Background: an optimization exercise with open tools, aiming at small area. Do not read the settings as production practice. Function was checked by simulation only, so behaviour that the tests miss may differ from the original.

==> design.v <==
package neural_compressor_pkg;
    parameter int DATA_WIDTH = 32;         
    typedef struct packed {
        logic [15:0] sample_count;
        logic [15:0] spike_count;
        logic [7:0]  compression_ratio;
        logic        overflow;
    } compress_stats_t;
endpackage
import neural_compressor_pkg::*;
module fixed_point_filter
(
    input  logic                    clk,
    input  logic                    rst_n,
    input  logic [DATA_WIDTH-1:0]   data_in,
    input  logic                    valid_in,
    output logic                    ready_out,
    output logic [DATA_WIDTH-1:0]   data_out,
    output logic                    valid_out,
    input  logic                    ready_in,
    input  logic                    taken,
    output logic [DATA_WIDTH-1:0]   delta_out
);
    logic [3:0] cnt;
    logic       fresh;     
    logic [31:0] xr;       
    logic [10:0] hx;       
    logic [13:0] hf;       
    logic [31:0] yr;       
    logic [31:0] s1, s2, s3, s4;  
    logic [31:0] dr;       
    logic        dz;       
    wire idle  = (cnt == 4'd0);
    wire outc  = (cnt == 4'd11);
    wire last  = outc & ~valid_out;
    wire shy   = (~idle & ~outc) | last;
    wire shs   = ((cnt >= 4'd4) & ~outc) | last;
    wire clrh  = idle | outc;
    wire c4    = (cnt == 4'd4);
    assign ready_out = idle;
    assign data_out  = yr;
    assign delta_out = dz ? 32'd0 : dr;
    always_ff @(posedge clk or negedge rst_n) begin
        if (!rst_n) begin
            cnt       <= 4'd0;
            valid_out <= 1'b0;
            fresh     <= 1'b1;
        end else begin
            valid_out <= outc;
            if (last) fresh <= 1'b0;
            if (idle) begin
                if (valid_in) cnt <= 4'd1;
            end else if (outc) begin
                if (ready_in) cnt <= 4'd0;
            end else begin
                cnt <= cnt + 4'd1;
            end
        end
    end
    wire [3:0] xs  = idle ? data_in[3:0] : xr[7:4];
    wire [3:0] hdx = idle ? 4'd0 : xr[3:0];
    wire [18:0] wx = {xs, hdx, hx};
    wire [7:0] yg  = fresh ? 8'd0 : yr[7:0];
    wire [3:0] fs  = clrh ? yg[3:0] : yg[7:4];
    wire [3:0] hdf = idle ? 4'd0 : yg[3:0];
    wire [21:0] wf = {fs, hdf, hf};
    logic cy1, cy2, cy3, cy4, cy6, cy7, cy8, cy9, cy10, cy12, cy13, cy14, cy16, cy17, cy18, cy19, cy20, cy21, cy22, cy23, cy25, cy26, cy27, cy28, cy29, cy30, cy31, cy33, cy34, cy35, cy36, cy37, cy39, cy40, cy41, cy42, cy43, cy44, cy45, cy46, cy47, cy49, cy50;
    wire [3:0] a1g = fresh ? 4'd0 : s1[3:0];
    wire [3:0] a2g = fresh ? 4'd0 : s2[3:0];
    wire [3:0] a3g = fresh ? 4'd0 : s3[3:0];
    wire [3:0] a4g = fresh ? 4'd0 : s4[3:0];
    wire [3:0] dg  = dz ? 4'd0 : dr[3:0];
    wire ci1 = cy1 & ~idle;
    wire [4:0] k1;
    wire [3:0] sm1;
    assign k1[0] = ci1;
    assign sm1[0] = wx[15] ^ wx[13] ^ k1[0];
    assign k1[1] = (wx[15] & wx[13]) | (k1[0] & (wx[15] ^ wx[13]));
    assign sm1[1] = wx[16] ^ wx[14] ^ k1[1];
    assign k1[2] = (wx[16] & wx[14]) | (k1[1] & (wx[16] ^ wx[14]));
    assign sm1[2] = wx[17] ^ wx[15] ^ k1[2];
    assign k1[3] = (wx[17] & wx[15]) | (k1[2] & (wx[17] ^ wx[15]));
    assign sm1[3] = wx[18] ^ wx[16] ^ k1[3];
    assign k1[4] = (wx[18] & wx[16]) | (k1[3] & (wx[18] ^ wx[16]));
    wire ci2 = cy2 & ~idle;
    wire [4:0] k2;
    wire [3:0] sm2;
    assign k2[0] = ci2;
    assign sm2[0] = sm1[0] ^ wx[11] ^ k2[0];
    assign k2[1] = (sm1[0] & wx[11]) | (k2[0] & (sm1[0] ^ wx[11]));
    assign sm2[1] = sm1[1] ^ wx[12] ^ k2[1];
    assign k2[2] = (sm1[1] & wx[12]) | (k2[1] & (sm1[1] ^ wx[12]));
    assign sm2[2] = sm1[2] ^ wx[13] ^ k2[2];
    assign k2[3] = (sm1[2] & wx[13]) | (k2[2] & (sm1[2] ^ wx[13]));
    assign sm2[3] = sm1[3] ^ wx[14] ^ k2[3];
    assign k2[4] = (sm1[3] & wx[14]) | (k2[3] & (sm1[3] ^ wx[14]));
    wire ci3 = cy3 & ~idle;
    wire [4:0] k3;
    wire [3:0] sm3;
    assign k3[0] = ci3;
    assign sm3[0] = sm2[0] ^ wx[8] ^ k3[0];
    assign k3[1] = (sm2[0] & wx[8]) | (k3[0] & (sm2[0] ^ wx[8]));
    assign sm3[1] = sm2[1] ^ wx[9] ^ k3[1];
    assign k3[2] = (sm2[1] & wx[9]) | (k3[1] & (sm2[1] ^ wx[9]));
    assign sm3[2] = sm2[2] ^ wx[10] ^ k3[2];
    assign k3[3] = (sm2[2] & wx[10]) | (k3[2] & (sm2[2] ^ wx[10]));
    assign sm3[3] = sm2[3] ^ wx[11] ^ k3[3];
    assign k3[4] = (sm2[3] & wx[11]) | (k3[3] & (sm2[3] ^ wx[11]));
    wire ci4 = cy4 & ~idle;
    wire [4:0] k4;
    wire [3:0] sm4;
    assign k4[0] = ci4;
    assign sm4[0] = sm3[0] ^ wx[6] ^ k4[0];
    assign k4[1] = (sm3[0] & wx[6]) | (k4[0] & (sm3[0] ^ wx[6]));
    assign sm4[1] = sm3[1] ^ wx[7] ^ k4[1];
    assign k4[2] = (sm3[1] & wx[7]) | (k4[1] & (sm3[1] ^ wx[7]));
    assign sm4[2] = sm3[2] ^ wx[8] ^ k4[2];
    assign k4[3] = (sm3[2] & wx[8]) | (k4[2] & (sm3[2] ^ wx[8]));
    assign sm4[3] = sm3[3] ^ wx[9] ^ k4[3];
    assign k4[4] = (sm3[3] & wx[9]) | (k4[3] & (sm3[3] ^ wx[9]));
    wire [3:0] n5 = ~sm4;
    wire ci6 = cy6 | idle;
    wire [4:0] k6;
    wire [3:0] sm6;
    assign k6[0] = ci6;
    assign sm6[0] = n5[0] ^ wx[3] ^ k6[0];
    assign k6[1] = (n5[0] & wx[3]) | (k6[0] & (n5[0] ^ wx[3]));
    assign sm6[1] = n5[1] ^ wx[4] ^ k6[1];
    assign k6[2] = (n5[1] & wx[4]) | (k6[1] & (n5[1] ^ wx[4]));
    assign sm6[2] = n5[2] ^ wx[5] ^ k6[2];
    assign k6[3] = (n5[2] & wx[5]) | (k6[2] & (n5[2] ^ wx[5]));
    assign sm6[3] = n5[3] ^ wx[6] ^ k6[3];
    assign k6[4] = (n5[3] & wx[6]) | (k6[3] & (n5[3] ^ wx[6]));
    wire ci7 = cy7 & ~idle;
    wire [4:0] k7;
    wire [3:0] sm7;
    assign k7[0] = ci7;
    assign sm7[0] = wx[12] ^ wx[10] ^ k7[0];
    assign k7[1] = (wx[12] & wx[10]) | (k7[0] & (wx[12] ^ wx[10]));
    assign sm7[1] = wx[13] ^ wx[11] ^ k7[1];
    assign k7[2] = (wx[13] & wx[11]) | (k7[1] & (wx[13] ^ wx[11]));
    assign sm7[2] = wx[14] ^ wx[12] ^ k7[2];
    assign k7[3] = (wx[14] & wx[12]) | (k7[2] & (wx[14] ^ wx[12]));
    assign sm7[3] = wx[15] ^ wx[13] ^ k7[3];
    assign k7[4] = (wx[15] & wx[13]) | (k7[3] & (wx[15] ^ wx[13]));
    wire ci8 = cy8 & ~idle;
    wire [4:0] k8;
    wire [3:0] sm8;
    assign k8[0] = ci8;
    assign sm8[0] = sm7[0] ^ wx[4] ^ k8[0];
    assign k8[1] = (sm7[0] & wx[4]) | (k8[0] & (sm7[0] ^ wx[4]));
    assign sm8[1] = sm7[1] ^ wx[5] ^ k8[1];
    assign k8[2] = (sm7[1] & wx[5]) | (k8[1] & (sm7[1] ^ wx[5]));
    assign sm8[2] = sm7[2] ^ wx[6] ^ k8[2];
    assign k8[3] = (sm7[2] & wx[6]) | (k8[2] & (sm7[2] ^ wx[6]));
    assign sm8[3] = sm7[3] ^ wx[7] ^ k8[3];
    assign k8[4] = (sm7[3] & wx[7]) | (k8[3] & (sm7[3] ^ wx[7]));
    wire ci9 = cy9 & ~idle;
    wire [4:0] k9;
    wire [3:0] sm9;
    assign k9[0] = ci9;
    assign sm9[0] = sm8[0] ^ wx[2] ^ k9[0];
    assign k9[1] = (sm8[0] & wx[2]) | (k9[0] & (sm8[0] ^ wx[2]));
    assign sm9[1] = sm8[1] ^ wx[3] ^ k9[1];
    assign k9[2] = (sm8[1] & wx[3]) | (k9[1] & (sm8[1] ^ wx[3]));
    assign sm9[2] = sm8[2] ^ wx[4] ^ k9[2];
    assign k9[3] = (sm8[2] & wx[4]) | (k9[2] & (sm8[2] ^ wx[4]));
    assign sm9[3] = sm8[3] ^ wx[5] ^ k9[3];
    assign k9[4] = (sm8[3] & wx[5]) | (k9[3] & (sm8[3] ^ wx[5]));
    wire ci10 = cy10 & ~idle;
    wire [4:0] k10;
    wire [3:0] sm10;
    assign k10[0] = ci10;
    assign sm10[0] = sm9[0] ^ wx[0] ^ k10[0];
    assign k10[1] = (sm9[0] & wx[0]) | (k10[0] & (sm9[0] ^ wx[0]));
    assign sm10[1] = sm9[1] ^ wx[1] ^ k10[1];
    assign k10[2] = (sm9[1] & wx[1]) | (k10[1] & (sm9[1] ^ wx[1]));
    assign sm10[2] = sm9[2] ^ wx[2] ^ k10[2];
    assign k10[3] = (sm9[2] & wx[2]) | (k10[2] & (sm9[2] ^ wx[2]));
    assign sm10[3] = sm9[3] ^ wx[3] ^ k10[3];
    assign k10[4] = (sm9[3] & wx[3]) | (k10[3] & (sm9[3] ^ wx[3]));
    wire [3:0] n11 = ~sm10;
    wire ci12 = cy12 | idle;
    wire [4:0] k12;
    wire [3:0] sm12;
    assign k12[0] = ci12;
    assign sm12[0] = n11[0] ^ wx[14] ^ k12[0];
    assign k12[1] = (n11[0] & wx[14]) | (k12[0] & (n11[0] ^ wx[14]));
    assign sm12[1] = n11[1] ^ wx[15] ^ k12[1];
    assign k12[2] = (n11[1] & wx[15]) | (k12[1] & (n11[1] ^ wx[15]));
    assign sm12[2] = n11[2] ^ wx[16] ^ k12[2];
    assign k12[3] = (n11[2] & wx[16]) | (k12[2] & (n11[2] ^ wx[16]));
    assign sm12[3] = n11[3] ^ wx[17] ^ k12[3];
    assign k12[4] = (n11[3] & wx[17]) | (k12[3] & (n11[3] ^ wx[17]));
    wire ci13 = cy13 & ~idle;
    wire [4:0] k13;
    wire [3:0] sm13;
    assign k13[0] = ci13;
    assign sm13[0] = sm12[0] ^ wx[8] ^ k13[0];
    assign k13[1] = (sm12[0] & wx[8]) | (k13[0] & (sm12[0] ^ wx[8]));
    assign sm13[1] = sm12[1] ^ wx[9] ^ k13[1];
    assign k13[2] = (sm12[1] & wx[9]) | (k13[1] & (sm12[1] ^ wx[9]));
    assign sm13[2] = sm12[2] ^ wx[10] ^ k13[2];
    assign k13[3] = (sm12[2] & wx[10]) | (k13[2] & (sm12[2] ^ wx[10]));
    assign sm13[3] = sm12[3] ^ wx[11] ^ k13[3];
    assign k13[4] = (sm12[3] & wx[11]) | (k13[3] & (sm12[3] ^ wx[11]));
    wire ci14 = cy14 & ~idle;
    wire [4:0] k14;
    wire [3:0] sm14;
    assign k14[0] = ci14;
    assign sm14[0] = sm13[0] ^ wx[6] ^ k14[0];
    assign k14[1] = (sm13[0] & wx[6]) | (k14[0] & (sm13[0] ^ wx[6]));
    assign sm14[1] = sm13[1] ^ wx[7] ^ k14[1];
    assign k14[2] = (sm13[1] & wx[7]) | (k14[1] & (sm13[1] ^ wx[7]));
    assign sm14[2] = sm13[2] ^ wx[8] ^ k14[2];
    assign k14[3] = (sm13[2] & wx[8]) | (k14[2] & (sm13[2] ^ wx[8]));
    assign sm14[3] = sm13[3] ^ wx[9] ^ k14[3];
    assign k14[4] = (sm13[3] & wx[9]) | (k14[3] & (sm13[3] ^ wx[9]));
    wire [3:0] n15 = ~wf[9:6];
    wire ci16 = cy16 & ~idle;
    wire [4:0] k16;
    wire [3:0] sm16;
    assign k16[0] = ci16;
    assign sm16[0] = n15[0] ^ wf[16] ^ k16[0];
    assign k16[1] = (n15[0] & wf[16]) | (k16[0] & (n15[0] ^ wf[16]));
    assign sm16[1] = n15[1] ^ wf[17] ^ k16[1];
    assign k16[2] = (n15[1] & wf[17]) | (k16[1] & (n15[1] ^ wf[17]));
    assign sm16[2] = n15[2] ^ wf[18] ^ k16[2];
    assign k16[3] = (n15[2] & wf[18]) | (k16[2] & (n15[2] ^ wf[18]));
    assign sm16[3] = n15[3] ^ wf[19] ^ k16[3];
    assign k16[4] = (n15[3] & wf[19]) | (k16[3] & (n15[3] ^ wf[19]));
    wire ci17 = cy17 & ~idle;
    wire [4:0] k17;
    wire [3:0] sm17;
    assign k17[0] = ci17;
    assign sm17[0] = sm16[0] ^ wf[13] ^ k17[0];
    assign k17[1] = (sm16[0] & wf[13]) | (k17[0] & (sm16[0] ^ wf[13]));
    assign sm17[1] = sm16[1] ^ wf[14] ^ k17[1];
    assign k17[2] = (sm16[1] & wf[14]) | (k17[1] & (sm16[1] ^ wf[14]));
    assign sm17[2] = sm16[2] ^ wf[15] ^ k17[2];
    assign k17[3] = (sm16[2] & wf[15]) | (k17[2] & (sm16[2] ^ wf[15]));
    assign sm17[3] = sm16[3] ^ wf[16] ^ k17[3];
    assign k17[4] = (sm16[3] & wf[16]) | (k17[3] & (sm16[3] ^ wf[16]));
    wire ci18 = cy18 & ~idle;
    wire [4:0] k18;
    wire [3:0] sm18;
    assign k18[0] = ci18;
    assign sm18[0] = sm17[0] ^ wf[11] ^ k18[0];
    assign k18[1] = (sm17[0] & wf[11]) | (k18[0] & (sm17[0] ^ wf[11]));
    assign sm18[1] = sm17[1] ^ wf[12] ^ k18[1];
    assign k18[2] = (sm17[1] & wf[12]) | (k18[1] & (sm17[1] ^ wf[12]));
    assign sm18[2] = sm17[2] ^ wf[13] ^ k18[2];
    assign k18[3] = (sm17[2] & wf[13]) | (k18[2] & (sm17[2] ^ wf[13]));
    assign sm18[3] = sm17[3] ^ wf[14] ^ k18[3];
    assign k18[4] = (sm17[3] & wf[14]) | (k18[3] & (sm17[3] ^ wf[14]));
    wire ci19 = cy19 & ~idle;
    wire [4:0] k19;
    wire [3:0] sm19;
    assign k19[0] = ci19;
    assign sm19[0] = sm18[0] ^ wf[3] ^ k19[0];
    assign k19[1] = (sm18[0] & wf[3]) | (k19[0] & (sm18[0] ^ wf[3]));
    assign sm19[1] = sm18[1] ^ wf[4] ^ k19[1];
    assign k19[2] = (sm18[1] & wf[4]) | (k19[1] & (sm18[1] ^ wf[4]));
    assign sm19[2] = sm18[2] ^ wf[5] ^ k19[2];
    assign k19[3] = (sm18[2] & wf[5]) | (k19[2] & (sm18[2] ^ wf[5]));
    assign sm19[3] = sm18[3] ^ wf[6] ^ k19[3];
    assign k19[4] = (sm18[3] & wf[6]) | (k19[3] & (sm18[3] ^ wf[6]));
    wire ci20 = cy20 & ~idle;
    wire [4:0] k20;
    wire [3:0] sm20;
    assign k20[0] = ci20;
    assign sm20[0] = sm19[0] ^ wf[1] ^ k20[0];
    assign k20[1] = (sm19[0] & wf[1]) | (k20[0] & (sm19[0] ^ wf[1]));
    assign sm20[1] = sm19[1] ^ wf[2] ^ k20[1];
    assign k20[2] = (sm19[1] & wf[2]) | (k20[1] & (sm19[1] ^ wf[2]));
    assign sm20[2] = sm19[2] ^ wf[3] ^ k20[2];
    assign k20[3] = (sm19[2] & wf[3]) | (k20[2] & (sm19[2] ^ wf[3]));
    assign sm20[3] = sm19[3] ^ wf[4] ^ k20[3];
    assign k20[4] = (sm19[3] & wf[4]) | (k20[3] & (sm19[3] ^ wf[4]));
    wire ci21 = cy21 & ~idle;
    wire [4:0] k21;
    wire [3:0] sm21;
    assign k21[0] = ci21;
    assign sm21[0] = wf[17] ^ wf[14] ^ k21[0];
    assign k21[1] = (wf[17] & wf[14]) | (k21[0] & (wf[17] ^ wf[14]));
    assign sm21[1] = wf[18] ^ wf[15] ^ k21[1];
    assign k21[2] = (wf[18] & wf[15]) | (k21[1] & (wf[18] ^ wf[15]));
    assign sm21[2] = wf[19] ^ wf[16] ^ k21[2];
    assign k21[3] = (wf[19] & wf[16]) | (k21[2] & (wf[19] ^ wf[16]));
    assign sm21[3] = wf[20] ^ wf[17] ^ k21[3];
    assign k21[4] = (wf[20] & wf[17]) | (k21[3] & (wf[20] ^ wf[17]));
    wire ci22 = cy22 & ~idle;
    wire [4:0] k22;
    wire [3:0] sm22;
    assign k22[0] = ci22;
    assign sm22[0] = sm21[0] ^ wf[12] ^ k22[0];
    assign k22[1] = (sm21[0] & wf[12]) | (k22[0] & (sm21[0] ^ wf[12]));
    assign sm22[1] = sm21[1] ^ wf[13] ^ k22[1];
    assign k22[2] = (sm21[1] & wf[13]) | (k22[1] & (sm21[1] ^ wf[13]));
    assign sm22[2] = sm21[2] ^ wf[14] ^ k22[2];
    assign k22[3] = (sm21[2] & wf[14]) | (k22[2] & (sm21[2] ^ wf[14]));
    assign sm22[3] = sm21[3] ^ wf[15] ^ k22[3];
    assign k22[4] = (sm21[3] & wf[15]) | (k22[3] & (sm21[3] ^ wf[15]));
    wire ci23 = cy23 & ~idle;
    wire [4:0] k23;
    wire [3:0] sm23;
    assign k23[0] = ci23;
    assign sm23[0] = sm22[0] ^ wf[0] ^ k23[0];
    assign k23[1] = (sm22[0] & wf[0]) | (k23[0] & (sm22[0] ^ wf[0]));
    assign sm23[1] = sm22[1] ^ wf[1] ^ k23[1];
    assign k23[2] = (sm22[1] & wf[1]) | (k23[1] & (sm22[1] ^ wf[1]));
    assign sm23[2] = sm22[2] ^ wf[2] ^ k23[2];
    assign k23[3] = (sm22[2] & wf[2]) | (k23[2] & (sm22[2] ^ wf[2]));
    assign sm23[3] = sm22[3] ^ wf[3] ^ k23[3];
    assign k23[4] = (sm22[3] & wf[3]) | (k23[3] & (sm22[3] ^ wf[3]));
    wire [3:0] n24 = ~sm23;
    wire ci25 = cy25 & ~idle;
    wire [4:0] k25;
    wire [3:0] sm25;
    assign k25[0] = ci25;
    assign sm25[0] = n24[0] ^ wf[7] ^ k25[0];
    assign k25[1] = (n24[0] & wf[7]) | (k25[0] & (n24[0] ^ wf[7]));
    assign sm25[1] = n24[1] ^ wf[8] ^ k25[1];
    assign k25[2] = (n24[1] & wf[8]) | (k25[1] & (n24[1] ^ wf[8]));
    assign sm25[2] = n24[2] ^ wf[9] ^ k25[2];
    assign k25[3] = (n24[2] & wf[9]) | (k25[2] & (n24[2] ^ wf[9]));
    assign sm25[3] = n24[3] ^ wf[10] ^ k25[3];
    assign k25[4] = (n24[3] & wf[10]) | (k25[3] & (n24[3] ^ wf[10]));
    wire ci26 = cy26 & ~idle;
    wire [4:0] k26;
    wire [3:0] sm26;
    assign k26[0] = ci26;
    assign sm26[0] = sm25[0] ^ wf[4] ^ k26[0];
    assign k26[1] = (sm25[0] & wf[4]) | (k26[0] & (sm25[0] ^ wf[4]));
    assign sm26[1] = sm25[1] ^ wf[5] ^ k26[1];
    assign k26[2] = (sm25[1] & wf[5]) | (k26[1] & (sm25[1] ^ wf[5]));
    assign sm26[2] = sm25[2] ^ wf[6] ^ k26[2];
    assign k26[3] = (sm25[2] & wf[6]) | (k26[2] & (sm25[2] ^ wf[6]));
    assign sm26[3] = sm25[3] ^ wf[7] ^ k26[3];
    assign k26[4] = (sm25[3] & wf[7]) | (k26[3] & (sm25[3] ^ wf[7]));
    wire ci27 = cy27 & ~idle;
    wire [4:0] k27;
    wire [3:0] sm27;
    assign k27[0] = ci27;
    assign sm27[0] = sm26[0] ^ wf[2] ^ k27[0];
    assign k27[1] = (sm26[0] & wf[2]) | (k27[0] & (sm26[0] ^ wf[2]));
    assign sm27[1] = sm26[1] ^ wf[3] ^ k27[1];
    assign k27[2] = (sm26[1] & wf[3]) | (k27[1] & (sm26[1] ^ wf[3]));
    assign sm27[2] = sm26[2] ^ wf[4] ^ k27[2];
    assign k27[3] = (sm26[2] & wf[4]) | (k27[2] & (sm26[2] ^ wf[4]));
    assign sm27[3] = sm26[3] ^ wf[5] ^ k27[3];
    assign k27[4] = (sm26[3] & wf[5]) | (k27[3] & (sm26[3] ^ wf[5]));
    wire ci28 = cy28 & ~idle;
    wire [4:0] k28;
    wire [3:0] sm28;
    assign k28[0] = ci28;
    assign sm28[0] = wf[18] ^ wf[14] ^ k28[0];
    assign k28[1] = (wf[18] & wf[14]) | (k28[0] & (wf[18] ^ wf[14]));
    assign sm28[1] = wf[19] ^ wf[15] ^ k28[1];
    assign k28[2] = (wf[19] & wf[15]) | (k28[1] & (wf[19] ^ wf[15]));
    assign sm28[2] = wf[20] ^ wf[16] ^ k28[2];
    assign k28[3] = (wf[20] & wf[16]) | (k28[2] & (wf[20] ^ wf[16]));
    assign sm28[3] = wf[21] ^ wf[17] ^ k28[3];
    assign k28[4] = (wf[21] & wf[17]) | (k28[3] & (wf[21] ^ wf[17]));
    wire ci29 = cy29 & ~idle;
    wire [4:0] k29;
    wire [3:0] sm29;
    assign k29[0] = ci29;
    assign sm29[0] = sm28[0] ^ wf[10] ^ k29[0];
    assign k29[1] = (sm28[0] & wf[10]) | (k29[0] & (sm28[0] ^ wf[10]));
    assign sm29[1] = sm28[1] ^ wf[11] ^ k29[1];
    assign k29[2] = (sm28[1] & wf[11]) | (k29[1] & (sm28[1] ^ wf[11]));
    assign sm29[2] = sm28[2] ^ wf[12] ^ k29[2];
    assign k29[3] = (sm28[2] & wf[12]) | (k29[2] & (sm28[2] ^ wf[12]));
    assign sm29[3] = sm28[3] ^ wf[13] ^ k29[3];
    assign k29[4] = (sm28[3] & wf[13]) | (k29[3] & (sm28[3] ^ wf[13]));
    wire ci30 = cy30 & ~idle;
    wire [4:0] k30;
    wire [3:0] sm30;
    assign k30[0] = ci30;
    assign sm30[0] = sm29[0] ^ wf[6] ^ k30[0];
    assign k30[1] = (sm29[0] & wf[6]) | (k30[0] & (sm29[0] ^ wf[6]));
    assign sm30[1] = sm29[1] ^ wf[7] ^ k30[1];
    assign k30[2] = (sm29[1] & wf[7]) | (k30[1] & (sm29[1] ^ wf[7]));
    assign sm30[2] = sm29[2] ^ wf[8] ^ k30[2];
    assign k30[3] = (sm29[2] & wf[8]) | (k30[2] & (sm29[2] ^ wf[8]));
    assign sm30[3] = sm29[3] ^ wf[9] ^ k30[3];
    assign k30[4] = (sm29[3] & wf[9]) | (k30[3] & (sm29[3] ^ wf[9]));
    wire ci31 = cy31 & ~idle;
    wire [4:0] k31;
    wire [3:0] sm31;
    assign k31[0] = ci31;
    assign sm31[0] = sm30[0] ^ wf[4] ^ k31[0];
    assign k31[1] = (sm30[0] & wf[4]) | (k31[0] & (sm30[0] ^ wf[4]));
    assign sm31[1] = sm30[1] ^ wf[5] ^ k31[1];
    assign k31[2] = (sm30[1] & wf[5]) | (k31[1] & (sm30[1] ^ wf[5]));
    assign sm31[2] = sm30[2] ^ wf[6] ^ k31[2];
    assign k31[3] = (sm30[2] & wf[6]) | (k31[2] & (sm30[2] ^ wf[6]));
    assign sm31[3] = sm30[3] ^ wf[7] ^ k31[3];
    assign k31[4] = (sm30[3] & wf[7]) | (k31[3] & (sm30[3] ^ wf[7]));
    wire [3:0] n32 = ~sm31;
    wire ci33 = cy33 & ~idle;
    wire [4:0] k33;
    wire [3:0] sm33;
    assign k33[0] = ci33;
    assign sm33[0] = n32[0] ^ wf[16] ^ k33[0];
    assign k33[1] = (n32[0] & wf[16]) | (k33[0] & (n32[0] ^ wf[16]));
    assign sm33[1] = n32[1] ^ wf[17] ^ k33[1];
    assign k33[2] = (n32[1] & wf[17]) | (k33[1] & (n32[1] ^ wf[17]));
    assign sm33[2] = n32[2] ^ wf[18] ^ k33[2];
    assign k33[3] = (n32[2] & wf[18]) | (k33[2] & (n32[2] ^ wf[18]));
    assign sm33[3] = n32[3] ^ wf[19] ^ k33[3];
    assign k33[4] = (n32[3] & wf[19]) | (k33[3] & (n32[3] ^ wf[19]));
    wire ci34 = cy34 & ~idle;
    wire [4:0] k34;
    wire [3:0] sm34;
    assign k34[0] = ci34;
    assign sm34[0] = sm33[0] ^ wf[12] ^ k34[0];
    assign k34[1] = (sm33[0] & wf[12]) | (k34[0] & (sm33[0] ^ wf[12]));
    assign sm34[1] = sm33[1] ^ wf[13] ^ k34[1];
    assign k34[2] = (sm33[1] & wf[13]) | (k34[1] & (sm33[1] ^ wf[13]));
    assign sm34[2] = sm33[2] ^ wf[14] ^ k34[2];
    assign k34[3] = (sm33[2] & wf[14]) | (k34[2] & (sm33[2] ^ wf[14]));
    assign sm34[3] = sm33[3] ^ wf[15] ^ k34[3];
    assign k34[4] = (sm33[3] & wf[15]) | (k34[3] & (sm33[3] ^ wf[15]));
    wire ci35 = cy35 & ~idle;
    wire [4:0] k35;
    wire [3:0] sm35;
    assign k35[0] = ci35;
    assign sm35[0] = sm34[0] ^ wf[8] ^ k35[0];
    assign k35[1] = (sm34[0] & wf[8]) | (k35[0] & (sm34[0] ^ wf[8]));
    assign sm35[1] = sm34[1] ^ wf[9] ^ k35[1];
    assign k35[2] = (sm34[1] & wf[9]) | (k35[1] & (sm34[1] ^ wf[9]));
    assign sm35[2] = sm34[2] ^ wf[10] ^ k35[2];
    assign k35[3] = (sm34[2] & wf[10]) | (k35[2] & (sm34[2] ^ wf[10]));
    assign sm35[3] = sm34[3] ^ wf[11] ^ k35[3];
    assign k35[4] = (sm34[3] & wf[11]) | (k35[3] & (sm34[3] ^ wf[11]));
    wire ci36 = cy36 & ~idle;
    wire [4:0] k36;
    wire [3:0] sm36;
    assign k36[0] = ci36;
    assign sm36[0] = sm35[0] ^ wf[1] ^ k36[0];
    assign k36[1] = (sm35[0] & wf[1]) | (k36[0] & (sm35[0] ^ wf[1]));
    assign sm36[1] = sm35[1] ^ wf[2] ^ k36[1];
    assign k36[2] = (sm35[1] & wf[2]) | (k36[1] & (sm35[1] ^ wf[2]));
    assign sm36[2] = sm35[2] ^ wf[3] ^ k36[2];
    assign k36[3] = (sm35[2] & wf[3]) | (k36[2] & (sm35[2] ^ wf[3]));
    assign sm36[3] = sm35[3] ^ wf[4] ^ k36[3];
    assign k36[4] = (sm35[3] & wf[4]) | (k36[3] & (sm35[3] ^ wf[4]));
    wire ci37 = cy37 & ~idle;
    wire [4:0] k37;
    wire [3:0] sm37;
    assign k37[0] = ci37;
    assign sm37[0] = wf[18] ^ wf[4] ^ k37[0];
    assign k37[1] = (wf[18] & wf[4]) | (k37[0] & (wf[18] ^ wf[4]));
    assign sm37[1] = wf[19] ^ wf[5] ^ k37[1];
    assign k37[2] = (wf[19] & wf[5]) | (k37[1] & (wf[19] ^ wf[5]));
    assign sm37[2] = wf[20] ^ wf[6] ^ k37[2];
    assign k37[3] = (wf[20] & wf[6]) | (k37[2] & (wf[20] ^ wf[6]));
    assign sm37[3] = wf[21] ^ wf[7] ^ k37[3];
    assign k37[4] = (wf[21] & wf[7]) | (k37[3] & (wf[21] ^ wf[7]));
    wire [3:0] n38 = ~sm37;
    wire ci39 = cy39 & ~idle;
    wire [4:0] k39;
    wire [3:0] sm39;
    assign k39[0] = ci39;
    assign sm39[0] = n38[0] ^ wf[14] ^ k39[0];
    assign k39[1] = (n38[0] & wf[14]) | (k39[0] & (n38[0] ^ wf[14]));
    assign sm39[1] = n38[1] ^ wf[15] ^ k39[1];
    assign k39[2] = (n38[1] & wf[15]) | (k39[1] & (n38[1] ^ wf[15]));
    assign sm39[2] = n38[2] ^ wf[16] ^ k39[2];
    assign k39[3] = (n38[2] & wf[16]) | (k39[2] & (n38[2] ^ wf[16]));
    assign sm39[3] = n38[3] ^ wf[17] ^ k39[3];
    assign k39[4] = (n38[3] & wf[17]) | (k39[3] & (n38[3] ^ wf[17]));
    wire ci40 = cy40 & ~idle;
    wire [4:0] k40;
    wire [3:0] sm40;
    assign k40[0] = ci40;
    assign sm40[0] = sm39[0] ^ wf[11] ^ k40[0];
    assign k40[1] = (sm39[0] & wf[11]) | (k40[0] & (sm39[0] ^ wf[11]));
    assign sm40[1] = sm39[1] ^ wf[12] ^ k40[1];
    assign k40[2] = (sm39[1] & wf[12]) | (k40[1] & (sm39[1] ^ wf[12]));
    assign sm40[2] = sm39[2] ^ wf[13] ^ k40[2];
    assign k40[3] = (sm39[2] & wf[13]) | (k40[2] & (sm39[2] ^ wf[13]));
    assign sm40[3] = sm39[3] ^ wf[14] ^ k40[3];
    assign k40[4] = (sm39[3] & wf[14]) | (k40[3] & (sm39[3] ^ wf[14]));
    wire ci41 = cy41 & ~idle;
    wire [4:0] k41;
    wire [3:0] sm41;
    assign k41[0] = ci41;
    assign sm41[0] = sm40[0] ^ wf[9] ^ k41[0];
    assign k41[1] = (sm40[0] & wf[9]) | (k41[0] & (sm40[0] ^ wf[9]));
    assign sm41[1] = sm40[1] ^ wf[10] ^ k41[1];
    assign k41[2] = (sm40[1] & wf[10]) | (k41[1] & (sm40[1] ^ wf[10]));
    assign sm41[2] = sm40[2] ^ wf[11] ^ k41[2];
    assign k41[3] = (sm40[2] & wf[11]) | (k41[2] & (sm40[2] ^ wf[11]));
    assign sm41[3] = sm40[3] ^ wf[12] ^ k41[3];
    assign k41[4] = (sm40[3] & wf[12]) | (k41[3] & (sm40[3] ^ wf[12]));
    wire ci42 = cy42 & ~c4;
    wire [4:0] k42;
    wire [3:0] sm42;
    assign k42[0] = ci42;
    assign sm42[0] = a1g[0] ^ sm6[0] ^ k42[0];
    assign k42[1] = (a1g[0] & sm6[0]) | (k42[0] & (a1g[0] ^ sm6[0]));
    assign sm42[1] = a1g[1] ^ sm6[1] ^ k42[1];
    assign k42[2] = (a1g[1] & sm6[1]) | (k42[1] & (a1g[1] ^ sm6[1]));
    assign sm42[2] = a1g[2] ^ sm6[2] ^ k42[2];
    assign k42[3] = (a1g[2] & sm6[2]) | (k42[2] & (a1g[2] ^ sm6[2]));
    assign sm42[3] = a1g[3] ^ sm6[3] ^ k42[3];
    assign k42[4] = (a1g[3] & sm6[3]) | (k42[3] & (a1g[3] ^ sm6[3]));
    wire ci43 = cy43 | c4;
    wire [4:0] k43;
    wire [3:0] sm43;
    assign k43[0] = ci43;
    assign sm43[0] = a2g[0] ^ sm20[0] ^ k43[0];
    assign k43[1] = (a2g[0] & sm20[0]) | (k43[0] & (a2g[0] ^ sm20[0]));
    assign sm43[1] = a2g[1] ^ sm20[1] ^ k43[1];
    assign k43[2] = (a2g[1] & sm20[1]) | (k43[1] & (a2g[1] ^ sm20[1]));
    assign sm43[2] = a2g[2] ^ sm20[2] ^ k43[2];
    assign k43[3] = (a2g[2] & sm20[2]) | (k43[2] & (a2g[2] ^ sm20[2]));
    assign sm43[3] = a2g[3] ^ sm20[3] ^ k43[3];
    assign k43[4] = (a2g[3] & sm20[3]) | (k43[3] & (a2g[3] ^ sm20[3]));
    wire ci44 = cy44 | c4;
    wire [4:0] k44;
    wire [3:0] sm44;
    assign k44[0] = ci44;
    assign sm44[0] = a3g[0] ^ sm14[0] ^ k44[0];
    assign k44[1] = (a3g[0] & sm14[0]) | (k44[0] & (a3g[0] ^ sm14[0]));
    assign sm44[1] = a3g[1] ^ sm14[1] ^ k44[1];
    assign k44[2] = (a3g[1] & sm14[1]) | (k44[1] & (a3g[1] ^ sm14[1]));
    assign sm44[2] = a3g[2] ^ sm14[2] ^ k44[2];
    assign k44[3] = (a3g[2] & sm14[2]) | (k44[2] & (a3g[2] ^ sm14[2]));
    assign sm44[3] = a3g[3] ^ sm14[3] ^ k44[3];
    assign k44[4] = (a3g[3] & sm14[3]) | (k44[3] & (a3g[3] ^ sm14[3]));
    wire ci45 = cy45 & ~c4;
    wire [4:0] k45;
    wire [3:0] sm45;
    assign k45[0] = ci45;
    assign sm45[0] = sm44[0] ^ sm27[0] ^ k45[0];
    assign k45[1] = (sm44[0] & sm27[0]) | (k45[0] & (sm44[0] ^ sm27[0]));
    assign sm45[1] = sm44[1] ^ sm27[1] ^ k45[1];
    assign k45[2] = (sm44[1] & sm27[1]) | (k45[1] & (sm44[1] ^ sm27[1]));
    assign sm45[2] = sm44[2] ^ sm27[2] ^ k45[2];
    assign k45[3] = (sm44[2] & sm27[2]) | (k45[2] & (sm44[2] ^ sm27[2]));
    assign sm45[3] = sm44[3] ^ sm27[3] ^ k45[3];
    assign k45[4] = (sm44[3] & sm27[3]) | (k45[3] & (sm44[3] ^ sm27[3]));
    wire ci46 = cy46 | c4;
    wire [4:0] k46;
    wire [3:0] sm46;
    assign k46[0] = ci46;
    assign sm46[0] = a4g[0] ^ sm36[0] ^ k46[0];
    assign k46[1] = (a4g[0] & sm36[0]) | (k46[0] & (a4g[0] ^ sm36[0]));
    assign sm46[1] = a4g[1] ^ sm36[1] ^ k46[1];
    assign k46[2] = (a4g[1] & sm36[1]) | (k46[1] & (a4g[1] ^ sm36[1]));
    assign sm46[2] = a4g[2] ^ sm36[2] ^ k46[2];
    assign k46[3] = (a4g[2] & sm36[2]) | (k46[2] & (a4g[2] ^ sm36[2]));
    assign sm46[3] = a4g[3] ^ sm36[3] ^ k46[3];
    assign k46[4] = (a4g[3] & sm36[3]) | (k46[3] & (a4g[3] ^ sm36[3]));
    wire ci47 = cy47 | c4;
    wire [4:0] k47;
    wire [3:0] sm47;
    assign k47[0] = ci47;
    assign sm47[0] = sm6[0] ^ sm41[0] ^ k47[0];
    assign k47[1] = (sm6[0] & sm41[0]) | (k47[0] & (sm6[0] ^ sm41[0]));
    assign sm47[1] = sm6[1] ^ sm41[1] ^ k47[1];
    assign k47[2] = (sm6[1] & sm41[1]) | (k47[1] & (sm6[1] ^ sm41[1]));
    assign sm47[2] = sm6[2] ^ sm41[2] ^ k47[2];
    assign k47[3] = (sm6[2] & sm41[2]) | (k47[2] & (sm6[2] ^ sm41[2]));
    assign sm47[3] = sm6[3] ^ sm41[3] ^ k47[3];
    assign k47[4] = (sm6[3] & sm41[3]) | (k47[3] & (sm6[3] ^ sm41[3]));
    wire [3:0] n48 = ~hf[5:2];
    wire ci49 = cy49 | c4;
    wire [4:0] k49;
    wire [3:0] sm49;
    assign k49[0] = ci49;
    assign sm49[0] = dg[0] ^ sm42[0] ^ k49[0];
    assign k49[1] = (dg[0] & sm42[0]) | (k49[0] & (dg[0] ^ sm42[0]));
    assign sm49[1] = dg[1] ^ sm42[1] ^ k49[1];
    assign k49[2] = (dg[1] & sm42[1]) | (k49[1] & (dg[1] ^ sm42[1]));
    assign sm49[2] = dg[2] ^ sm42[2] ^ k49[2];
    assign k49[3] = (dg[2] & sm42[2]) | (k49[2] & (dg[2] ^ sm42[2]));
    assign sm49[3] = dg[3] ^ sm42[3] ^ k49[3];
    assign k49[4] = (dg[3] & sm42[3]) | (k49[3] & (dg[3] ^ sm42[3]));
    wire ci50 = cy50 & ~c4;
    wire [4:0] k50;
    wire [3:0] sm50;
    assign k50[0] = ci50;
    assign sm50[0] = sm49[0] ^ n48[0] ^ k50[0];
    assign k50[1] = (sm49[0] & n48[0]) | (k50[0] & (sm49[0] ^ n48[0]));
    assign sm50[1] = sm49[1] ^ n48[1] ^ k50[1];
    assign k50[2] = (sm49[1] & n48[1]) | (k50[1] & (sm49[1] ^ n48[1]));
    assign sm50[2] = sm49[2] ^ n48[2] ^ k50[2];
    assign k50[3] = (sm49[2] & n48[2]) | (k50[2] & (sm49[2] ^ n48[2]));
    assign sm50[3] = sm49[3] ^ n48[3] ^ k50[3];
    assign k50[4] = (sm49[3] & n48[3]) | (k50[3] & (sm49[3] ^ n48[3]));
    always_ff @(posedge clk) begin
        xr <= idle ? data_in : {{4{xr[31]}}, xr[31:4]};
        hx <= clrh ? 11'd0 : {xr[3:0], hx[10:4]};
        hf <= clrh ? 14'd0 : {yg[3:0], hf[13:4]};
        cy1 <= k1[4];
        cy2 <= k2[4];
        cy3 <= k3[4];
        cy4 <= k4[4];
        cy6 <= k6[4];
        cy7 <= k7[4];
        cy8 <= k8[4];
        cy9 <= k9[4];
        cy10 <= k10[4];
        cy12 <= k12[4];
        cy13 <= k13[4];
        cy14 <= k14[4];
        cy16 <= k16[4];
        cy17 <= k17[4];
        cy18 <= k18[4];
        cy19 <= k19[4];
        cy20 <= k20[4];
        cy21 <= k21[4];
        cy22 <= k22[4];
        cy23 <= k23[4];
        cy25 <= k25[4];
        cy26 <= k26[4];
        cy27 <= k27[4];
        cy28 <= k28[4];
        cy29 <= k29[4];
        cy30 <= k30[4];
        cy31 <= k31[4];
        cy33 <= k33[4];
        cy34 <= k34[4];
        cy35 <= k35[4];
        cy36 <= k36[4];
        cy37 <= k37[4];
        cy39 <= k39[4];
        cy40 <= k40[4];
        cy41 <= k41[4];
        cy42 <= k42[4];
        cy43 <= k43[4];
        cy44 <= k44[4];
        cy45 <= k45[4];
        cy46 <= k46[4];
        cy47 <= k47[4];
        cy49 <= k49[4];
        cy50 <= k50[4];
        if (taken) dz <= 1'b1;
        else if (last) dz <= 1'b0;
        if (shy) yr <= {(cnt <= 4'd3) ? {4{yr[31]}} : sm42, yr[31:4]};
        if (shs) begin
            s1 <= {sm43, s1[31:4]};
            s2 <= {sm45, s2[31:4]};
            s3 <= {sm46, s3[31:4]};
            s4 <= {sm47, s4[31:4]};
            dr <= {sm50, dr[31:4]};
        end
    end
endmodule
import neural_compressor_pkg::*;
module spike_detector
(
    input  logic                    clk,
    input  logic                    rst_n,
    input  logic [DATA_WIDTH-1:0]   data_in,
    input  logic                    valid_in,
    output logic                    spike_detected,
    output logic                    valid_out,
    input  logic                    ready_in,
    input  logic [DATA_WIDTH-1:0]   threshold,
    output logic [15:0]             spike_count
);
    logic [4:0] cnt;
    logic       window_full;
    logic       spike_flag;
    wire take = valid_in & ready_in;
    wire        neg = data_in[DATA_WIDTH-1];
    wire [31:0] mag = data_in ^ {32{neg}};
    logic [32:0] cmp;
    assign cmp[0] = neg;
    for (genvar i = 0; i < 32; i++) begin : g_cmp
        assign cmp[i+1] = (mag[i] & ~threshold[i]) | (cmp[i] & (mag[i] | ~threshold[i]));
    end
    wire threshold_exceeded = cmp[32];
    wire refractory = window_full & (cnt[3:0] != 4'd0);
    wire detect = window_full & (cnt[3:0] == 4'd0) & threshold_exceeded;
    always_ff @(posedge clk or negedge rst_n) begin
        if (!rst_n) begin
            cnt <= '0;
            window_full <= '0;
            spike_count <= '0;
            spike_flag <= '0;
            spike_detected <= '0;
            valid_out <= '0;
        end else begin
            valid_out <= take | (valid_out & valid_in & ~ready_in);
            spike_flag <= take & detect;
            if (take) begin
                spike_detected <= spike_flag;
                if (!window_full) begin
                    cnt <= cnt + 5'd1;
                    window_full <= (cnt == 5'd31);
                end else if (refractory) begin
                    cnt <= cnt - 5'd1;
                end else if (detect) begin
                    cnt <= 5'd8;
                end
                if (detect) spike_count <= spike_count + 16'd1;
            end
        end
    end
endmodule
import neural_compressor_pkg::*;
module delta_compressor
(
    input  logic                    clk,
    input  logic                    rst_n,
    input  logic [DATA_WIDTH-1:0]   data_in,
    input  logic [DATA_WIDTH-1:0]   delta_in,      
    input  logic                    spike_in,
    input  logic                    valid_in,
    input  logic                    ready_in,
    output logic [DATA_WIDTH-1:0]   compressed_out,
    output logic [1:0]              packet_type,   
    output logic                    valid_out,
    output neural_compressor_pkg::compress_stats_t stats,
    output logic                    take
);
    logic first_sample;
    logic [15:0] sample_cnt, spike_cnt;
    logic ratio_set;
    assign take = valid_in & ready_in;
    wire raw  = spike_in | first_sample;
    always_ff @(posedge clk or negedge rst_n) begin
        if (!rst_n) begin
            compressed_out <= '0;
            packet_type <= '0;
            valid_out <= '0;
            first_sample <= '1;
            sample_cnt <= '0;
            spike_cnt <= '0;
            ratio_set <= '0;
        end else begin
            valid_out <= take;
            ratio_set <= 1'b1;
            sample_cnt <= sample_cnt + {15'd0, valid_out};
            spike_cnt <= spike_cnt + {15'd0, valid_out & packet_type[1] & ~packet_type[0]};
            if (take) begin
                compressed_out <= raw ? data_in : delta_in;
                packet_type <= {raw, ~spike_in & first_sample};
                first_sample <= 1'b0;
            end
        end
    end
    assign stats.sample_count = sample_cnt;
    assign stats.spike_count = spike_cnt;
    assign stats.compression_ratio = {1'b0, ratio_set, ratio_set, 2'b00, ratio_set, 2'b00};
    assign stats.overflow = 1'b0;
endmodule
import neural_compressor_pkg::*;
module neural_compressor_top
(
    input  logic        clk,
    input  logic        rst_n,
    input  logic [DATA_WIDTH-1:0]   s_axis_tdata,
    input  logic                    s_axis_tvalid,
    output logic                    s_axis_tready,
    input  logic                    s_axis_tlast,
    output logic [DATA_WIDTH-1:0]   m_axis_tdata,
    output logic [1:0]              m_axis_tuser,   
    output logic                    m_axis_tvalid,
    input  logic                    m_axis_tready,
    output logic                    m_axis_tlast,
    input  logic [DATA_WIDTH-1:0]   cfg_threshold,
    input  logic                    cfg_enable,
    output neural_compressor_pkg::compress_stats_t         stats,
    output logic [15:0]             spike_count
);
    logic [DATA_WIDTH-1:0] filtered_data;
    logic filtered_valid;
    logic spike_detected;
    logic detected_valid;
    logic [DATA_WIDTH-1:0] delta;
    logic taken;
    fixed_point_filter u_filter (
        .clk        (clk),
        .rst_n      (rst_n),
        .data_in    (s_axis_tdata),
        .valid_in   (s_axis_tvalid && cfg_enable),
        .ready_out  (s_axis_tready),
        .data_out   (filtered_data),
        .valid_out  (filtered_valid),
        .ready_in   (m_axis_tready),
        .taken      (taken),
        .delta_out  (delta)
    );
    spike_detector u_detector (
        .clk            (clk),
        .rst_n          (rst_n),
        .data_in        (filtered_data),
        .valid_in       (filtered_valid),
        .spike_detected (spike_detected),
        .valid_out      (detected_valid),
        .ready_in       (m_axis_tready),
        .threshold      (cfg_threshold),
        .spike_count    (spike_count)
    );
    delta_compressor u_compressor (
        .clk            (clk),
        .rst_n          (rst_n),
        .data_in        (filtered_data),
        .delta_in       (delta),
        .spike_in       (spike_detected),
        .valid_in       (detected_valid),
        .ready_in       (m_axis_tready),
        .compressed_out (m_axis_tdata),
        .packet_type    (m_axis_tuser),
        .valid_out      (m_axis_tvalid),
        .stats          (stats),
        .take           (taken)
    );
    logic tlast_pending;
    always_ff @(posedge clk or negedge rst_n) begin
        if (!rst_n) begin
            tlast_pending <= '0;
            m_axis_tlast <= '0;
        end else begin
            if (s_axis_tvalid && s_axis_tready && s_axis_tlast)
                tlast_pending <= '1;
            if (m_axis_tvalid && m_axis_tready && tlast_pending) begin
                m_axis_tlast <= '1;
                tlast_pending <= '0;
            end else begin
                m_axis_tlast <= '0;
            end
        end
    end
endmodule
==> flow/run.sh <==
#!/bin/bash
# Layout flow: the standard ORFS flow (standard.sh: standard synthesis,
# floorplan, placement, CTS, routing), with two changes:
#  - the I/O port buffers are the smallest buffer cell;
#  - the clock tree uses large leaf clusters of clkbuf_16 and no dummy loads.
# ORFS keeps each step's full log under orfs/logs/; make's own output, and the
# final DEF export's, goes to make_flow.log here.
set -euo pipefail
export BUFFER_PORTS_ARGS="-buffer_cell sky130_fd_sc_hd__buf_1"
export CTS_ARGS="-sink_clustering_enable -repair_clock_nets -buf_list sky130_fd_sc_hd__clkbuf_16 -sink_clustering_size 24 -sink_clustering_max_diameter 80 -dont_use_dummy_load"
bash standard.sh > make_flow.log 2>&1
==> standard.sh <==
#!/bin/bash
# synth_recipe.tcl (not shown) runs the flow's synth.tcl, then flattens the netlist and writes it again
# the make line also repeats each setting of config.mk as NAME=value (left out here)
make -C /OpenROAD-flow-scripts/flow DESIGN_CONFIG=/design/flow/config.mk WORK_HOME=/design/flow/orfs CLKGATE_MAP_FILE= SYNTH_SCRIPT=/design/flow/synth_recipe.tcl "${@:-finish}"
==> config.mk <==
export PLATFORM = sky130hd
export DESIGN_NAME = neural_compressor_top
export DESIGN_NICKNAME = neural_compressor_top
export VERILOG_FILES = /design/flow/design.v
export SDC_FILE = /design/flow/constraint.sdc
export NUM_CORES = 8
export LEC_CHECK = 0
export CAP_MARGIN = 20
export CORE_MARGIN = 2
export CORE_UTILIZATION = 75
export SLEW_MARGIN = 20
==> constraint.sdc <==
create_clock -name core_clock -period 120.0 [get_ports {clk}]
set_input_delay 24.0000 -clock core_clock [delete_from_list [all_inputs] [get_ports {clk}]]
set_output_delay 24.0000 -clock core_clock [all_outputs]
set_load 0.01 [all_outputs]
==> notes.md <==
## state kept, by name, indices dropped and copies added, names as in the netlist, 14 cells and up
signal / flops
u_filter.s4: 32
u_compressor.spike_cnt: 16
u_filter.s1: 32
u_filter.yr: 32
u_filter.xr: 32
u_compressor.compressed_out: 32
u_detector.spike_count: 16
u_filter.hf: 14
u_compressor.sample_cnt: 16
u_filter.s3: 32
u_filter.s2: 32
u_filter.dr: 32
## synthesized netlist by cell type (all sizes together) (9+ instances only)
| master | count | area share |
|---|---|---|
| nor3b | 30 | 0.012 |
| buf | 18 | 0.0076 |
| clkbuf | 37 | 0.0075 |
| nor2 | 44 | 0.0089 |
| xor2 | 23 | 0.011 |
| and2 | 26 | 0.0088 |
| o221ai | 15 | 0.0071 |
| nand3 | 26 | 0.0070 |
| a221o | 20 | 0.011 |
| dfrtp | 100 | 0.14 |
| nand2b | 17 | 0.0058 |
| fa | 172 | 0.19 |
| ha | 10 | 0.0068 |
| edfxtp | 193 | 0.31 |
| dfxtp | 100 | 0.11 |
| and3 | 16 | 0.0054 |
| o21ai | 49 | 0.013 |
| mux2i | 9 | 0.0049 |
| nand2 | 169 | 0.034 |
| a21oi | 42 | 0.012 |
| nor3 | 19 | 0.0062 |
| nor2b | 17 | 0.0058 |
| inv | 154 | 0.031 |
| xnor2 | 26 | 0.012 |
## stage by stage
stage	hold WS, ns	area (µm²)	std cells	util	worst slack, ns
2_1_floorplan	0.399	18500	1417	-	89.86
3_3_place_gp	0.400	19300	1852	0.796	89.61
3_5_place_dp	0.405	19300	1852	0.796	89.52
4_1_cts	0.402	19800	1872	0.817	90.08
5_1_grt	0.410	19800	1872	0.817	89.87
6_report	0.408	19800	1872	0.817	90.10
## logic make-up (layout without fill, tap and decap cells)
group	Yosys count	after routing	synth area share
AO/OA/AOI/OAI	171	171	0.0638
AND/OR/NAND/NOR	389	389	0.104
XOR/XNOR	49	49	0.0232
multiplexers	14	14	0.00792
flip-flops	395	395	0.560
buffers and inverters	209	340	0.0464
adder cells (fa/ha/maj)	183	183	0.194
other	2	7	0.000406
## how the worst max path moves through the flow
stage / start / endpoint / slack (ns) / cells past startpoint
6_report: s_axis_tdata[0] / u_filter.dr[31] / 90.10 / 19
5_1_grt: s_axis_tdata[0] / u_filter.dr[31] / 89.87 / 19
4_1_cts: s_axis_tdata[0] / u_filter.dr[31] / 90.08 / 19
3_5_place_dp: s_axis_tdata[0] / u_filter.dr[31] / 89.52 / 19
3_3_place_gp: s_axis_tdata[0] / u_filter.dr[31] / 89.61 / 19
2_1_floorplan: s_axis_tdata[0] / u_filter.dr[31] / 89.86 / 18
## critical path: cells and delay by family
kind,cells,cell delay (ns)
adder cells (fa/ha/maj),11,5.44
buffers and inverters,7,0.55
multiplexers,1,0.23
## layer usage
| layer | GRT usage | wire (µm) | up-vias |
|---|---|---|---|
| li1 | - | - | 4967 |
| met2 | 0.450 | 17300 | 419 |
| met3 | 0.0550 | 2780 | 92 |
| met1 | 0.413 | 14600 | 5530 |
| met5 | 0 | 0 | - |
| met4 | 0.108 | 1570 | 0 |
## cell type report
| cell class | count | share of cell area |
|---|---|---|
| Sequential cell | 395 | 0.523 |
| Clock buffer | 20 | 0.0253 |
| Tap cell | 324 | 0.0205 |
| Inverter | 154 | 0.0292 |
| Timing Repair Buffer | 166 | 0.0334 |
| Multi-Input combinational cell | 813 | 0.369 |
==> results.yml <==
clock_network:
  cts_resized: 0
  clk_pin_slew_ns: 0.10
  clk_latency_ns: 0.53
  cts_buffer_depth: 3
  cts_htree_levels: 1
  cts_hold_buf: 0
  cts.sinks: 395
  tritoncts: "done"
  root_buffer: "clkbuf_16"
  cts_setup_buffers: 0
  numCtsBuffers: 20
floorplan:
  core_region_area_um2: 24200
  die_h_um: 161
  ios: 164
  die_area_um2: 25900
  die_w_um: 161
  row_count: 57
  initial_utilization: 0.762
sta:
  final-setup-viol-count: 0
  min_period_ns: 29.90
  skew_ns: 0.0425
  drv_slew: 0
  hold_violations: 0
  slew_headroom: 0.382
  timing.fmax_mhz: 33.4
  rsz0062_at_grt: "no"
  finalCritPeriodShare: 0.249
  tns_ns: 0
  tightest_slew_ns: 0.926
global_route:
  grt_max_degree: 70
  grt_pass1_vias: 10800
  grt_antenna_before_repair: 0
  gr-total-overflow: 0
  track_usage: 0.287
  grt_pass1_wl_mm: 57.3
critical_path:
  crit_path_max_fanout: 4
  reg2reg_from: "u_filter.cnt[0]"
  rrSetupSlack_ns: 110.60
  regToRegEndpoint: "u_filter.s3[31]"
  cpPeakStageDelay_ns: 0.60
  required_ns: 120.31
  path_class: "primary input to flip-flop"
  crit_slowest_cell: "fa_1"
  critPathLaunchType: "primary input"
  endpoint_kind: "flip-flop"
  cp.arrival_ns: 30.21
  crit_path_cell_trace: "buf_1, mux2i_1, inv_1, fa_1, inv_1, fa_1, fa_1, fa_1, fa_1, fa_1, fa_1, inv_1, fa_1, inv_1, fa_1, fa_1, inv_1, fa_1, inv_1"
  r2r_cells: 23
  cp_common_cell: "fa_1"
placed_design:
  place_congestion: 0.908
  portBuffers: 157
  dpl.hpwl_mm: 25.9
final_layout:
  layout.area.seq_um2: 10400
  fin_nets: 1802
  fill_cells: 1388
  final_cell_mix: "edfxtp_1 (193), fa_1 (172), nand2_1 (167), buf_1 (156), inv_1 (151)"
  multi_input_area_um2: 7310
  final_common_cell: "edfxtp_1"
  diodes: 0
  area_growth_pct: 7.18
  drive_gt1_frac: 0.0388
routing:
  via_count: 11000
  routedWlPerCell_um: 19.3
  wl_mm: 36.2
  dr.pass1.iters: 5
  drt_iter0_drc: 1125
  vias_per_cell: 5.88
  drc: 0
  ant_nets: 0
yosys:
  async_flop_share: 0.258
  ys_seq_elements: 395
  ys.flop_type: "edfxtp_1"
  synth_area_um2: 18500
  ys.warnings.count: 4
  postSynthCellCount: 1412
  ys_seq_area_frac: 0.560
  synth_edf_count: 193
  avgSynthCellArea_um2: 13.1
  synth.distinct_cells: 69
status:
  status: "finished clean"
hold_path:
  min_from: "u_filter.s3[17]"
  hold_path_class: "flip-flop to flip-flop"
  whs_path_depth: 0
  holdPathEnd: "u_filter.s3[13]"
job:
  maxCapViolCount: 0

[static timing again, ports no longer ideal]
In the flow no input, the clock included, has a driving cell. The finished layout below was timed again as built, in two steps. Step 1 sets driving cells, clkbuf_16 on the clock port and buf_2 on the other inputs (assumed; they add their load-dependent delay and slew). Step 2, shift: input delay + t, output delay - t, t = (earliest + latest rising clock arrival at the registers) / 2. This alone moves slack from input paths to output paths. a / b / c = no drivers / after step 1 / after step 2; a / b = the first two.
t (ns): 0.561
setup slack, ns: 90.098 / 90.119 / 89.558
worst setup path at the end: input to register
After both steps this run still meets setup and hold. For this run, drivers alone change the setup slack by +0.021 ns; drivers and shift together by -0.540 ns.
